What follows belongs to an exercise in optimizing a design on an open flow for small area; a production flow would make more cautious choices.
Function was not checked in any run shown here: the RTL went through the layout flow alone.

==> flow/design.v, too long to show whole: its modules and the start of the top module <==
// module Cordic: 6213 lines
// module FA: 6 lines
// module XO: 5 lines
// module HA: 6 lines
module Cordic(clk,rst,phase_step,xin,yin,xout,yout);
  // ...
==> flow/run.sh <==
#!/bin/bash
# synth_recipe.tcl (not shown) runs the flow's synth.tcl, then flattens the netlist and writes it again
# the make line also repeats each setting of config.mk as NAME=value (left out here)
make -C /OpenROAD-flow-scripts/flow DESIGN_CONFIG=/design/flow/config.mk WORK_HOME=/design/flow/orfs CLKGATE_MAP_FILE= SYNTH_SCRIPT=/design/flow/synth_recipe.tcl finish
==> flow/config.mk <==
export PLATFORM = sky130hd
export DESIGN_NAME = Cordic
export DESIGN_NICKNAME = Cordic
export VERILOG_FILES = /design/flow/design.v
export SDC_FILE = /design/flow/constraint.sdc
export NUM_CORES = 4
export LEC_CHECK = 0
export CAP_MARGIN = 20
export CORE_MARGIN = 2
export CORE_UTILIZATION = 40
export CTS_BUF_LIST = sky130_fd_sc_hd__clkbuf_4 sky130_fd_sc_hd__clkbuf_8
export CTS_CLUSTER_SIZE = 40
export SLEW_MARGIN = 20
export SYNTH_HIERARCHICAL = 1
export SYNTH_MINIMUM_KEEP_SIZE = 0
==> flow/constraint.sdc <==
create_clock -name core_clock -period 5.0 [get_ports {clk}]
set_input_delay 1.0000 -clock core_clock [delete_from_list [all_inputs] [get_ports {clk}]]
set_output_delay 1.0000 -clock core_clock [all_outputs]
set_load 0.01 [all_outputs]
==> qor.txt, run 1 <==
First-pass GRT wire length - 227200 um
CP startpoint kind - flip-flop
Final Util - 46.42%
Largest net degree at the start of global routing - 62
Starting DRT DRC Count - 1164
Fin nets - 7899
Slew HR - 33.99%
Multi-input gate count - 4431
Max reg flops - 32
Critical Path RT - 5.82 ns
Initial antenna violation count - 2
Seq cells - 1415
TritonCTS sink count - 1415
RSZ-0062 raised after global routing - no
Synth top cells by count - dfxtp_1 (1415), xor2_1 (1179), fa_1 (1144), and2_1 (381), and3_1 (361)
Worst setup margin - 0.1226 ns
Gpl congestion - 0.8541
Status - timing/DRC/antenna clean
Die H - 443.3 um
CP Capture Type - flip-flop
Simple-gate portion of the synthesized area - 8.806%
Remaining global-route overflow - 0
Post-Route WL - 134800 um
Ant. Diodes - 2
Drc violations - 0
Cell Chain, Critical Path - xor2_1, fa_1, fa_1, fa_1, fa_1, fa_1, fa_1, fa_1, o21ai_0, o21bai_1, and4_1, and4_1, and2_1, xor2_1
Min Hold Slack - 0.3593 ns
Fraction of area in multi-input gates - 54.72%
Regs by FF count - phase_acc x32, Z0 x31
Final hold violations - 0
Largest family of logic cells by synthesized area - adder cells
Area of the multi-input gates - 48810 um2
Synth async-reset ratio - 0%
Final cycle utilization of the critical path - 97.55%
Synthesized instance count - 6078
YS warnings - 7
==> run 2: changes to the inputs <==
--- a/flow/config.mk
+++ b/flow/config.mk
@@ -9,6 +9,4 @@
 export CORE_MARGIN = 2
 export CORE_UTILIZATION = 40
-export CTS_BUF_LIST = sky130_fd_sc_hd__clkbuf_4 sky130_fd_sc_hd__clkbuf_8
-export CTS_CLUSTER_SIZE = 40
 export SLEW_MARGIN = 20
 export SYNTH_HIERARCHICAL = 1
==> qor.txt, run 2 <==
Hold buffers post-CTS - 0
Most common cell on crit path - fa_1
CP Max Fanout - 6
Fillers - 17280
Number of enable flip-flop cells after synthesis - 0
Setup violators final - 0
Status - timing/DRC/antenna clean
Remaining global-route overflow - 0 (unchanged)
Design area - 88950 um2
Worst setup path class - flip-flop to flip-flop
Initial antenna violation count - 1 (-1)
Synth top area share - 36.69%
CTS tree - built
Synth top cells by count - dfxtp_1 (1415), xor2_1 (1179), fa_1 (1144), and2_1 (381), and3_1 (361)
Final Slew Violations - 0
Starting DRT DRC Count - 1122 (-3.6%)
Io pins - 110
Vias in the first global route - 46480
Met3 usage - 2.367%
First-pass GRT wire length - 225500 um (-0.77%)
Reg clk slew, reported paths - 0.06 ns
Drc violations - 0 (unchanged)
Die H - 443.3 um (unchanged)
Fmax - 206.4 MHz
Cell Chain, Critical Path - buf_4, xnor2_1, fa_1, fa_1, fa_1, fa_1, fa_1, fa_1, fa_1, a31oi_1, nor2_1, and3_1, and2_1, xor2_1
Fin nets - 7828 (-0.90%)
Synthesized area per cell - 12.70 um2
CP Capture Type - flip-flop
Worst setup margin - 0.1549 ns (+0.03228 ns)
Gr busiest metal - met2
CP startpoint kind - flip-flop
Largest area contributor in the netlist - dfxtp_1
Commonest non-fill, non-tap cell in the layout - dfxtp_1
Die width - 443.3 um
Clock Tree Root - clkbuf_16
Starting Density - 40.17%
Sequential share of the synthesized area - 36.69%
Largest Register - phase_acc
Worst Clk Skew - 0.04766 ns
First-pass DRT Iterations - 5
Largest net degree at the start of global routing - 62 (unchanged)
DP HPWL - 110800 um
Post-synthesis register bit count - 1415
Final cycle utilization of the critical path - 96.90% (-0.65 points)
Area growth from synthesis to layout - 15.21%
Port bufs - 109
Tmin final - 4.845 ns
Synth top area cells - dfxtp_1 (37%), fa_1 (30%), xor2_1 (13%), xnor2_1 (3.6%), and2_1 (3.1%)
Final hold violations - 0 (unchanged)
Most frequent cells in the layout - dfxtp_1 (1391), xor2_1 (1162), fa_1 (1037)
Min Hold Slack - 0.3607 ns (+0.001439 ns)
TritonCTS sink count - 1415 (unchanged)
Synth async-reset ratio - 0% (unchanged)
Cell Area, Synth - 77210 um2
Buffer and inverter count on the worst path - 1
Gpl congestion - 0.8541 (unchanged)
Synthesized instance count - 6078 (unchanged)
Max_cap viols - 0
Worst skew pair latency - 0.78 ns
Avg Vias per Cell - 4.634
Crit-path max cell delay - 0.51 ns
Row Count - 161
DP Worst Slack - -0.3528 ns
Crit-path slowest cell - fa_1
Measured slew at the worst slew-check pin - 1.011 ns
YS warnings - 7 (unchanged)
Cell family with most CP delay - adder cells
Cts bufs inserted - 158
Critical Path RT - 5.67 ns (-0.15 ns)
Synth unique cells - 65
GR Layer Usage met2 - 29.75%
Tot GR Track Use - 14.11%
Die ar. - 196500 um2
Clock Path Buffers - 3
Worst hold path type - flip-flop to flip-flop
Post-place instance area - 83260 um2
Critical path arrival - 5.52 ns
H-tree Lvls - 4
Max reg flops - 32 (unchanged)
Met1 GRT Util - 13.24%
Final Util - 46.28% (-0.13 points)
Most common flop cell mapped by yosys - dfxtp_1
Fraction of layout instances using a drive strength above 1 - 10.27%
RSZ-0062 raised after global routing - no
Slew HR - 32.58% (-1.4 points)
Vias after detailed routing - 42210
Most numerous cell in the Yosys netlist - dfxtp_1
Regs by FF count - phase_acc x32, Z0 x31
Per-cell routed wire length - 14.68 um
Core footprint - 192200 um2
Antenna Nets Post-Route - 0
Reg2Reg Setup Slack - 0.15 ns
Post-Route WL - 133700 um (-0.78%)
-- run 2: cell count changes in the layout (fill, tap and decap cells not counted), moves of 3 or more --
cell	change
clkinv_16	+4
clkinv_2	-10
clkbuf_1	+35
clkbuf_8	-282
bufinv_16	-7
clkbuf_4	-58
clkinvlp_4	+4
clkbuf_16	+161
buf_4	+3
-- run 2: layer usage --
| metal | routed length [um] | vias to the layer above |
|---|---|---|
| met1 | 46480 | 20860 |
| met4 | 4368 | 0 |
| met3 | 3704 | 266 |
| met5 | 0 | - |
| li1 | - | 20600 |
| met2 | 79190 | 488 |
-- run 2: final timing paths --
check                     from  endpoint  cells past startpoint
setup / recovery       Z11[20]   X12[19]                     14
hold reg to reg   phase_acc[4]     Z0[4]                      0
setup reg to reg       Z11[20]   X12[19]                     14
hold / removal    phase_acc[4]     Z0[4]                      0
-- run 2: Yosys stat by module (local to each module, per instance) --
module  flops+latches  times used  cells
FA                  0        1143      1
HA                  0         126      1
Cordic           1415           1   3916
XO                  0         893      1
-- run 2: logic make-up (layout without fill, tap and decap cells) --
logic type,count (synthesis),in the layout,synth area share [%]
XOR/XNOR,1496,1496,16.97
flip-flops,1415,1415,36.69
adder cells (fa/ha/maj),1305,1305,32.27
AND/OR/NAND/NOR,1145,1145,8.806
AO/OA/AOI/OAI,465,465,3.917
buffers and inverters,241,736,1.191
multiplexers,10,10,0.1459
other,1,11,0.004857
-- run 2: per-stage QoR --
step | setup TNS (ns) | std cells
6_report | 0 | 9109
5_1_grt | 0 | 9109
2_1_floorplan | -1.950 | 6087
3_3_place_gp | -0.8370 | 8792
4_1_cts | 0 | 9079
3_5_place_dp | -0.8736 | 8792
-- run 2: timing repair --
action                     in CTS  in global routing
setup endpoints to repair       6                 23
pin swaps                       0                  1
buffers inserted                2                 29
cloned                          0                  0
resized for setup               6                 17
-- run 2: layout make-up --
class	instances	area, um2	area share [%]
well taps	2526	3161	3.553
clock inverters	59	757.0	0.8511
multi-input cells	4431	48820	54.89
inverters	151	623.1	0.7005
clock buffers	226	4573	5.142
flip-flops and latches	1415	28410	31.94
diodes	1	2.502	0.002813
repair buffers	300	2601	2.925
-- run 2: worst register-to-register path: cells and delay by family (launching register included) --
family | cells | cell delay [ns]
adder cells (fa/ha/maj) | 7 | 2.97
AND/OR/NAND/NOR | 3 | 0.56
flip-flops | 1 | 0.34
buffers and inverters | 1 | 0.17
AO/OA/AOI/OAI | 1 | 0.37
XOR/XNOR | 2 | 0.31
==> run 3: changes to the inputs <==
--- a/flow/config.mk
+++ b/flow/config.mk
@@ -9,4 +9,6 @@
 export CORE_MARGIN = 2
 export CORE_UTILIZATION = 40
+export CTS_CLUSTER_DIAMETER = 100
+export CTS_CLUSTER_SIZE = 30
 export SLEW_MARGIN = 20
 export SYNTH_HIERARCHICAL = 1
==> qor.txt, run 3 <==
Starting Density - 40.17% (unchanged)
TritonCTS sink count - 1415 (unchanged)
Final Slew Violations - 0 (unchanged)
Vias in the first global route - 45590 (-1.9%)
Synth top cells by count - dfxtp_1 (1415), xor2_1 (1179), fa_1 (1144), and2_1 (381), and3_1 (361)
Cts bufs inserted - 66 (-58%)
Area growth from synthesis to layout - 11.23%
Fin nets - 7733 (-1.2%)
CTS tree - built
Die width - 443.3 um (unchanged)
YS warnings - 7 (unchanged)
Synth top area cells - dfxtp_1 (37%), fa_1 (30%), xor2_1 (13%), xnor2_1 (3.6%), and2_1 (3.1%)
Most numerous cell in the Yosys netlist - dfxtp_1
Synth unique cells - 65 (unchanged)
Worst skew pair latency - 0.72 ns (-0.06 ns)
Post-synthesis register bit count - 1415 (unchanged)
Tmin final - 4.855 ns (+0.009627 ns)
Die H - 443.3 um (unchanged)
Critical Path RT - 5.61 ns (-0.06 ns)
Sequential share of the synthesized area - 36.69% (unchanged)
Port bufs - 109 (unchanged)
Final hold violations - 0 (unchanged)
Drc violations - 0 (unchanged)
Most frequent cells in the layout - dfxtp_1 (1389), xor2_1 (1162), fa_1 (1036)
Critical path arrival - 5.47 ns (-0.05 ns)
Avg Vias per Cell - 4.645 (+0.23%)
Regs by FF count - phase_acc x32, Z0 x31
Final Util - 44.69% (-1.6 points)
Reg clk slew, reported paths - 0.11 ns (+0.05 ns)
Setup violators final - 0 (unchanged)
Initial antenna violation count - 0 (-1)
Row Count - 161 (unchanged)
Worst setup margin - 0.1453 ns (-0.009627 ns)
CP Max Fanout - 7 (+1)
Max_cap viols - 0 (unchanged)
Dpl cells - 8792 (unchanged)
Number of enable flip-flop cells after synthesis - 0 (unchanged)
Worst Clk Skew - 0.04299 ns (-0.004672 ns)
CP Capture Type - flip-flop
Commonest non-fill, non-tap cell in the layout - dfxtp_1
Largest area contributor in the netlist - dfxtp_1
Io pins - 110 (unchanged)
H-tree Lvls - 3 (-1)
Fmax - 206.0 MHz (-0.20%)
Synth top area share - 36.69% (unchanged)
Synthesized instance count - 6078 (unchanged)
Synth async-reset ratio - 0% (unchanged)
Gpl congestion - 0.8541 (unchanged)
Vias after detailed routing - 41490 (-1.7%)
Ant. Diodes - 0 (-1)
Fraction of layout instances using a drive strength above 1 - 8.288% (-2.0 points)
DP HPWL - 110800 um (unchanged)
Post-Route WL - 131800 um (-1.5%)
Post-Layout Cell Count - 8933 (-1.9%)
Per-cell routed wire length - 14.75 um (+0.48%)
Max reg flops - 32 (unchanged)
Reg2Reg Setup Slack - 0.15 ns (about the same)
Status - timing/DRC/antenna clean
DP Worst Slack - -0.3528 ns (unchanged)
RSZ-0062 raised after global routing - yes
Antenna Nets Post-Route - 0 (unchanged)
Most common flop cell mapped by yosys - dfxtp_1
Clock Tree Root - clkbuf_16
Clock Path Buffers - 3 (unchanged)
Cell Area, Synth - 77210 um2 (unchanged)
Remaining global-route overflow - 0 (unchanged)
Final cycle utilization of the critical path - 97.09% (+0.19 points)
CP startpoint kind - flip-flop
First-pass GRT wire length - 222200 um (-1.5%)
Slew HR - 33.66% (+1.1 points)
Worst hold path type - flip-flop to flip-flop
Largest Register - phase_acc
Tot GR Track Use - 13.84% (-0.27 points)
Die ar. - 196500 um2 (unchanged)
Largest net degree at the start of global routing - 62 (unchanged)
Core footprint - 192200 um2 (unchanged)
Worst setup path class - flip-flop to flip-flop
Measured slew at the worst slew-check pin - 0.9951 ns (-0.01612 ns)
First-pass DRT Iterations - 7 (+2)
Starting DRT DRC Count - 1195 (+6.5%)
Synthesized area per cell - 12.70 um2 (unchanged)
==> run 3: cell counts after synthesis <==
No cell type changed its count.
==> run 3: per-layer routing <==
layer | vias up | share of wire [%] | routed length [um] | global-route usage (%)
met5 | - | 0 | 0 | 0
met4 | 0 | 2.7 | 3587 | 3.884
met3 | 176 | 2.1 | 2717 | 1.653
met2 | 412 | 60 | 78940 | 29.73
met1 | 20590 | 35 | 46530 | 13.27
li1 | 20320 | - | - | -
==> run 3: layout make-up <==
type,count,area (um2)
clock buffers,78,1727
clock inverters,35,574.3
fillers,17540,106300
inverters,151,623.1
multi-input cells,4431,48830
flip-flops and latches,1415,28410
well taps,2526,3161
repair buffers,297,2554
==> run 3: kinds of logic (layout without fill, tap and decap cells) <==
family                   count (synthesis)  in the layout  share of synthesized area, %
AO/OA/AOI/OAI                          465            465                         3.917
XOR/XNOR                              1496           1496                         16.97
adder cells (fa/ha/maj)               1305           1305                         32.27
buffers and inverters                  241            561                         1.191
flip-flops                            1415           1415                         36.69
multiplexers                            10             10                        0.1459
other                                    1             10                      0.004857
AND/OR/NAND/NOR                       1145           1145                         8.806
==> run 3: what timing repair did <==
action | 4_1_cts | 5_1_grt
setup buffers | 2 | 26
resized for setup | 7 | 20
endpoints found under the setup margin | 7 | 28
pin swaps | 0 | 1
hold buffers | 0 | 0
==> run 3: stage by stage <==
step                       TNS, ns  area, um2  hold slack (ns)
after floorplan             -1.950      78340           0.3345
after global placement     -0.8370      83260           0.3423
after detailed placement   -0.8736      83260           0.3492
after CTS                        0      85610           0.3535
after global routing      -0.03939      85880           0.3666
final                            0      85880           0.3462
==> run 3: worst paths after layout <==
path                startpoint      end  cells past startpoint
setup reg to reg       Z14[17]  Y15[21]                     16
setup / recovery       Z14[17]  Y15[21]                     16
hold / removal    phase_acc[2]    Z0[2]                      0
hold reg to reg   phase_acc[2]    Z0[2]                      0
==> run 3: worst max-delay path: stages (launching register included) <==
cell	delay, ns
dfxtp_4	0.42
clkbuf_4	0.21
buf_4	0.16
fa_1	0.38
fa_1	0.40
fa_1	0.40
fa_1	0.40
fa_1	0.40
fa_1	0.40
fa_2	0.42
inv_1	0.08
o21bai_1	0.11
and3_1	0.23
and3_1	0.22
and3_1	0.21
and2_1	0.17
xor2_1	0.15
==> run 3: Yosys stat by module, one instance, submodules excluded <==
| module | cells inside | area (um2) | copies in the design |
|---|---|---|---|
| Cordic | 3916 | 44930 | 1 |
| FA | 1 | 20.02 | 1143 |
| HA | 1 | 12.51 | 126 |
| XO | 1 | 8.758 | 893 |
==> run 4: changes to the inputs <==
--- a/flow/config.mk
+++ b/flow/config.mk
@@ -8,5 +8,5 @@
 export CAP_MARGIN = 20
 export CORE_MARGIN = 2
-export CORE_UTILIZATION = 40
+export CORE_UTILIZATION = 60
 export CTS_CLUSTER_DIAMETER = 100
 export CTS_CLUSTER_SIZE = 30
==> qor.txt, run 4 <==
Status - timing/DRC/antenna clean
TNS Setup - 0 ns (unchanged)
Fmax - 206.3 MHz (+0.16%)
Crit-path max cell delay - 0.49 ns (+0.07 ns)
Die H - 362.7 um (-18%)
Max reg flops - 32 (unchanged)
Slew HR - 35.59% (+1.9 points)
Post-Route WL - 139300 um (+5.7%)
Setup violators final - 0 (unchanged)
Io pins - 110 (unchanged)
Fin nets - 7696 (-0.48%)
Starting Density - 60.47% (+20 points)
Worst setup path class - flip-flop to flip-flop
Largest family of logic cells by synthesized area - adder cells
Critical path arrival - 5.44 ns (-0.03 ns)
Largest area contributor in the netlist - dfxtp_1
Most common cell on crit path - fa_1
Clock Tree Root - clkbuf_16
Fraction of layout instances using a drive strength above 1 - 7.246% (-1.0 points)
Remaining global-route overflow - 0 (unchanged)
Synth top area share - 36.69% (unchanged)
Synth top cells by count - dfxtp_1 (1415), xor2_1 (1179), fa_1 (1144), and2_1 (381), and3_1 (361)
Synth Area in XOR/XNOR - 16.97% (unchanged)
Number of enable flip-flop cells after synthesis - 0 (unchanged)
Die ar. - 131600 um2 (-33%)
YS warnings - 7 (unchanged)
Starting DRT DRC Count - 1615 (+35%)
Tot GR Track Use - 22.26% (+8.4 points)
DP HPWL - 115400 um (+4.1%)
Cell Area, Synth - 77210 um2 (unchanged)
Synth async-reset ratio - 0% (unchanged)
Post-synthesis register bit count - 1415 (unchanged)
Tmin final - 4.847 ns (-0.007663 ns)
Synth unique cells - 65 (unchanged)
CP startpoint kind - flip-flop
Vias in the first global route - 45940 (+0.77%)
Sequential share of the synthesized area - 36.69% (unchanged)
H-tree Lvls - 2 (-1)
Post-synthesis mux area share - 0.1459% (unchanged)
Drc violations - 0 (unchanged)
Hold path depth - 0 (unchanged)
Per-cell routed wire length - 17.39 um (+18%)
Largest net degree at the start of global routing - 62 (unchanged)
Simple-gate portion of the synthesized area - 8.806% (unchanged)
RSZ-0062 raised after global routing - no
Max_cap viols - 0 (unchanged)
CTS tree - built
Final Slew Violations - 0 (unchanged)
Critical Path RT - 5.59 ns (-0.02 ns)
Synth Area in Compound Gates - 3.917% (unchanged)
R2R Path End - X7[21]
Hold Path Origin - phase_acc[22]
Area growth from synthesis to layout - 8.733%
Largest Register - phase_acc
Dpl cells - 7900 (-10%)
Cell Chain, Critical Path - clkinvlp_4, fa_1, fa_1, fa_1, fa_1, fa_1, fa_1, fa_1, o21ai_0, o21bai_1, and3_1, and4_1, and2_1, xor2_1
Hold Crit Endpoint - Z0[22]
Post-Layout Cell Count - 8010 (-10%)
Regs by FF count - phase_acc x32, Z0 x31
Ant. Diodes - 0 (unchanged)
Synth top area cells - dfxtp_1 (37%), fa_1 (30%), xor2_1 (13%), xnor2_1 (3.6%), and2_1 (3.1%)
Die width - 362.7 um (-18%)
Final hold violations - 0 (unchanged)
Initial antenna violation count - 1 (+1)
Cts bufs inserted - 55 (-17%)
Gpl congestion - 0.8815 (+3.2%)
Buffer and inverter count on the worst path - 1 (-2)
Avg Vias per Cell - 5.199 (+12%)
Worst hold path type - flip-flop to flip-flop
Most common flop cell mapped by yosys - dfxtp_1
Clock Path Buffers - 3 (unchanged)
Fillers - 9762 (-44%)
First-pass GRT wire length - 235600 um (+6.1%)
Crit-path slowest cell - fa_1
CP Capture Type - flip-flop
Row Count - 131 (-19%)
Reg2reg start - Z6[25]
TritonCTS sink count - 1415 (unchanged)
Worst Clk Skew - 0.02948 ns (-0.01350 ns)
Most frequent cells in the layout - dfxtp_1 (1395), xor2_1 (1163), fa_1 (1038)
Synthesized area per cell - 12.70 um2 (unchanged)
Most numerous cell in the Yosys netlist - dfxtp_1
Worst skew pair latency - 0.70 ns (-0.02 ns)
Antenna Nets Post-Route - 0 (unchanged)
Reg2Reg Setup Slack - 0.15 ns (about the same)
Post-synthesis adder-cell area fraction - 32.27% (unchanged)
Reg clk slew, reported paths - 0.11 ns (about the same)
Synthesized instance count - 6078 (unchanged)
Commonest non-fill, non-tap cell in the layout - dfxtp_1
CP Max Fanout - 6 (-1)
First-pass DRT Iterations - 5 (-2)
Port bufs - 109 (unchanged)
Final cycle utilization of the critical path - 96.94% (-0.15 points)
Critical path depth in cells - 14 (-2)
Worst Reg2Reg Path Length in Cells - 14 (-2)
Vias after detailed routing - 41640 (+0.36%)
Cell family with most CP delay - adder cells
Core footprint - 127700 um2 (-34%)
Measured slew at the worst slew-check pin - 0.9631 ns (-0.03201 ns)
Hold buffers post-CTS - 0 (unchanged)
## run 4: per-module statistics from Yosys, one instance, submodules excluded
module  area, um2  times used  flops+latches  cells inside
Cordic      44930           1           1415          3916
FA          20.02        1143              0             1
HA          12.51         126              0             1
XO          8.758         893              0             1
## run 4: final cells by class
cell class / count / area (um2) / share of cell area [%]
multi-input cells: 4431 / 48800 / 58.13
clock inverters: 8 / 117.6 / 0.1401
well taps: 1662 / 2079 / 2.477
clock buffers: 72 / 1533 / 1.826
flip-flops and latches: 1415 / 28400 / 33.83
repair buffers: 271 / 2402 / 2.862
inverters: 151 / 619.3 / 0.7378
## run 4: what timing repair did
action                     4_1_cts  5_1_grt
buffers inserted                 2       27
setup endpoints to repair        1       36
gates cloned                     0        1
resized for setup                0       16
pin swaps                        0        0
## run 4: worst max-delay path by stage
stage / start / end / slack (ns)
final: Z6[25] / X7[21] / 0.15
after global routing: Z2[29] / X3[21] / 0.007
after CTS: Z4[27] / X5[19] / 0.03
after detailed placement: Z9[22] / Z10[21] / -0.004
after global placement: Z9[22] / Z10[21] / 0.04
after floorplan: Z0[30] / Z1[29] / -0.29
## run 4: cells by family after synthesis
group	count (synthesis)
fa+ha+maj	1305
compound gates	465
buf+inv	241
simple gates	1145
xor+xnor	1496
flops	1415
other cells	1
mux	10
## run 4: layer usage
metal | vias up | part of all wire [%] | global-route usage (%)
li1 | 20150 | - | -
met1 | 20890 | 43 | 28.43
met2 | 449 | 52 | 40.84
met3 | 155 | 2.3 | 1.969
met4 | 0 | 2.4 | 5.313
met5 | - | 0 | 0
## run 4: through the flow
step / utilization, % / cell area [um2] / setup WS, ns / hold WS (ns)
after floorplan: - / 78340 / -0.2852 / 0.3345
after global placement: 64.21 / 81980 / 0.03963 / 0.3439
after detailed placement: 64.21 / 81980 / -0.004376 / 0.3457
after CTS: 65.51 / 83650 / 0.03484 / 0.3683
after global routing: 65.75 / 83950 / 0.007088 / 0.3739
final: 65.75 / 83950 / 0.1530 / 0.3660

-- what the ideal ports hide --
The flow's constraints put no driver on any port. The routed layouts listed below were extracted and timed again, unchanged, in two steps. Step 1 assumes that a clkbuf_16 drives the clock port and a buf_2 every other input. Step 2, shift: input delay + t, output delay - t, t = (earliest + latest rising clock arrival at the registers) / 2. This alone moves slack from input paths to output paths. a / b / c = no drivers / after step 1 / after step 2; a / b = the first two.
| run | shift t [ns] | setup slack, ns | worst register clock-pin slew, ns | worst slew at a driven data input, ns | pins driven straight from the clock port |
|---|---|---|---|---|---|
| run 1 | 1.010 | 0.123 / 0.123 / 0.123 | 0.07 / 0.07 | 0.08 | 1 |
| run 2 | 0.839 | 0.155 / 0.155 / 0.155 | 0.06 / 0.06 | 0.09 | 1 |
| run 3 | 0.790 | 0.145 / 0.145 / 0.145 | 0.12 / 0.12 | 0.08 | 1 |
| run 4 | 0.768 | 0.153 / 0.153 / 0.153 | 0.12 / 0.12 | 0.06 | 1 |
After both steps setup and hold are still met in every run listed.
